What follows belongs to an exercise in optimizing a design on an open flow for small area; a production flow would make more cautious choices.
Only simulation tests tie the RTL to the original design; equivalence was not proved.
The clock input has no modelled driver; a real chip could not lean on it and would need a root buffer or a full tree.

== run a ==
// coin_catcher_game
module coin_catcher_game(
	clk,
	reset,
	btn_left, btn_right,
	dot_row, dot_col,
	HEX_0, HEX_1, HEX_2, HEX_3, HEX_4, HEX_5
);
input clk, reset, btn_left, btn_right;
output [7:0] dot_row;
output [15:0] dot_col;
output [6:0] HEX_0, HEX_1, HEX_2, HEX_3, HEX_4, HEX_5;
wire tick_scan, tick_game, tick_arm, tick_upd, tick_timer, sample;
freq_div Clocks(.clk(clk), .reset(reset),
	.tick_scan(tick_scan), .tick_game(tick_game), .tick_arm(tick_arm),
	.tick_upd(tick_upd), .tick_timer(tick_timer), .sample(sample));
wire over;
game_timer Timer(.clk(clk), .en(tick_timer), .reset(reset),
	.h4(HEX_4), .h5(HEX_5), .time_up(over));
wire step = tick_game & ~over;
wire upd = tick_upd & ~over;
wire db_l, db_r;
debounce BtnL(.clk(clk), .arm(tick_arm), .sample(sample), .btn_in(btn_left),  .btn_out(db_l));
debounce BtnR(.clk(clk), .arm(tick_arm), .sample(sample), .btn_in(btn_right), .btn_out(db_r));
wire [2:0] player_x, coin_x;
wire [3:0] coin_y;
wire coin_type;
game_core Game(
	.clk(clk), .reset(reset), .en_score(step), .en_upd(upd),
	.btn_l(db_l), .btn_r(db_r),
	.player_x(player_x), .coin_x(coin_x), .coin_y(coin_y), .coin_type(coin_type),
	.h0(HEX_0), .h1(HEX_1)
);
matrix_driver Matrix(
	.clk(clk), .en(tick_scan), .reset(reset),
	.player_x(player_x), .coin_x(coin_x), .coin_y(coin_y), .coin_type(coin_type),
	.row_out(dot_row), .col_out(dot_col)
);
assign HEX_2 = 7'b1111111;
assign HEX_3 = 7'b1111111;
endmodule
Settings: LEC_CHECK=0, ABC_AREA=1, CAP_MARGIN=20, CORE_MARGIN=2, CORE_UTILIZATION=70, SLEW_MARGIN=20; clock period 10.0 ns.
standard.sh (not shown) runs the stock make flow with config.mk's settings and CLKGATE_MAP_FILE= SYNTH_SCRIPT=/design/flow/synth_recipe.tcl, a recipe that flattens the netlist after the stock synthesis.
==> flow/flow/run.sh <==
#!/bin/bash
# Standard synthesis, then its combinational logic re-mapped for area
# (flip-flops kept), then the standard layout with the smallest buffer on
# the ports and one tie cell shared by the constant outputs. The clock tree is then rebuilt as four leaf buffers, each
# driving a cluster of about 20 flip-flops.
set -euo pipefail
export BUFFER_PORTS_ARGS="-buffer_cell sky130_fd_sc_hd__buf_1"
export CTS_ARGS="-sink_clustering_enable -repair_clock_nets -dont_use_dummy_load -buf_list {sky130_fd_sc_hd__clkbuf_4}"
bash standard.sh synth > synth.log 2>&1
R=orfs/results/sky130hd/coin_catcher_game/base
LIB=$FLOW_HOME/platforms/sky130hd/lib/sky130_fd_sc_hd__tt_025C_1v80.lib
DU=""
for c in $(make -s -C $FLOW_HOME DESIGN_CONFIG=$PWD/config.mk WORK_HOME=$PWD/orfs print-DONT_USE_CELLS 2>/dev/null | sed 's/^DONT_USE_CELLS: //'); do
  DU="$DU -dont_use $c"
done
cp $R/1_2_yosys.v $R/1_2_yosys_standard.v
sed -e "s#LIB#$LIB#g" -e "s#NETLIST#$R/1_2_yosys_standard.v#" -e "s#DONTUSE#$DU#" \
    -e "s#ABCSCRIPT#$PWD/flow/remap.abc#" -e "s#OUT#$R/1_2_yosys.v#" -e "s#TMP#$PWD/remap_tmp.v#" flow/remap.ys > remap_run.ys
yosys -s remap_run.ys > remap.log 2>&1
rm -f $R/1_synth.odb $R/1_synth.sdc
bash standard.sh floorplan > floorplan.log 2>&1
IN_ODB=$R/2_floorplan.odb OUT_ODB=$R/2_floorplan.odb openroad -no_init -exit flow/share_ties.tcl > share_ties.log 2>&1
bash standard.sh cts > place_cts.log 2>&1
LIB=$LIB IN_ODB=$R/4_cts.odb OUT_ODB=$R/4_cts.odb NLEAF=4 LEAF_BUF=sky130_fd_sc_hd__clkbuf_8 ROOT_BUF= \
  openroad -no_init -exit flow/clock_tree.tcl > clock_tree.log 2>&1
bash standard.sh finish > layout.log 2>&1
Other scripts of this flow, unchanged in this note and not shown: flow/flow/clock_tree.tcl, flow/flow/remap.abc, flow/flow/remap.ys, flow/flow/share_ties.tcl
--- input diff run a..run b ---
-- flow/config.mk --
<<< run a, line 11
export CORE_UTILIZATION = 70
>>> run b, line 11
export CORE_UTILIZATION = 85
[summary]
I/O pin total: run b vs run a identical
Per the comparison of run b with run a, number of buffers added on ports about even; synthesized cell count about even; row count fell about 8%; width of the die fell 8.7%; synthesized area about even.
Die span in y for run b: 8.7% down relative to run a
When run b is measured against run a, its effective utilization at floorplan turns out 15 points higher.
Mean instance size in the synthesized netlist essentially unchanged between run b and run a.
Run b did not make it past 3_3_place_gp, where a tool error ended it.
In run a the design's own scripts or RTL, not TritonCTS, make the clock network.

[separate check: timing with driven ports]
How much do the figures lean on ideal ports? The routed layout below was timed once more, with nothing changed but the port constraints.
Step 1 (the two cells are an assumption about what drives the block):
set clk [get_ports {clk}]
set_driving_cell -lib_cell sky130_fd_sc_hd__clkbuf_16 $clk
set_driving_cell -lib_cell sky130_fd_sc_hd__buf_2 [delete_from_list [all_inputs] $clk]
Step 2 times the ports against the registers' clock, not the clock port: input delays grow and output delays shrink by t, the midpoint of the rising clock arrivals with the driver on.
Slacks: ideal / step 1 / step 2; pairs: ideal / step 1.
run: run a
shift t [ns]: 0.214
slack for setup (ns): 5.604 / 5.550 / 5.764
slew at the worst register clock pin (ns): 0.12 / 0.12
worst data-port slew with drivers (ns): 0.03
cell pins on the clock port's net: 4
After both steps run a still meets setup and hold. The setup slack of run a moves by -0.054 ns with the drivers and by +0.160 ns with both steps.
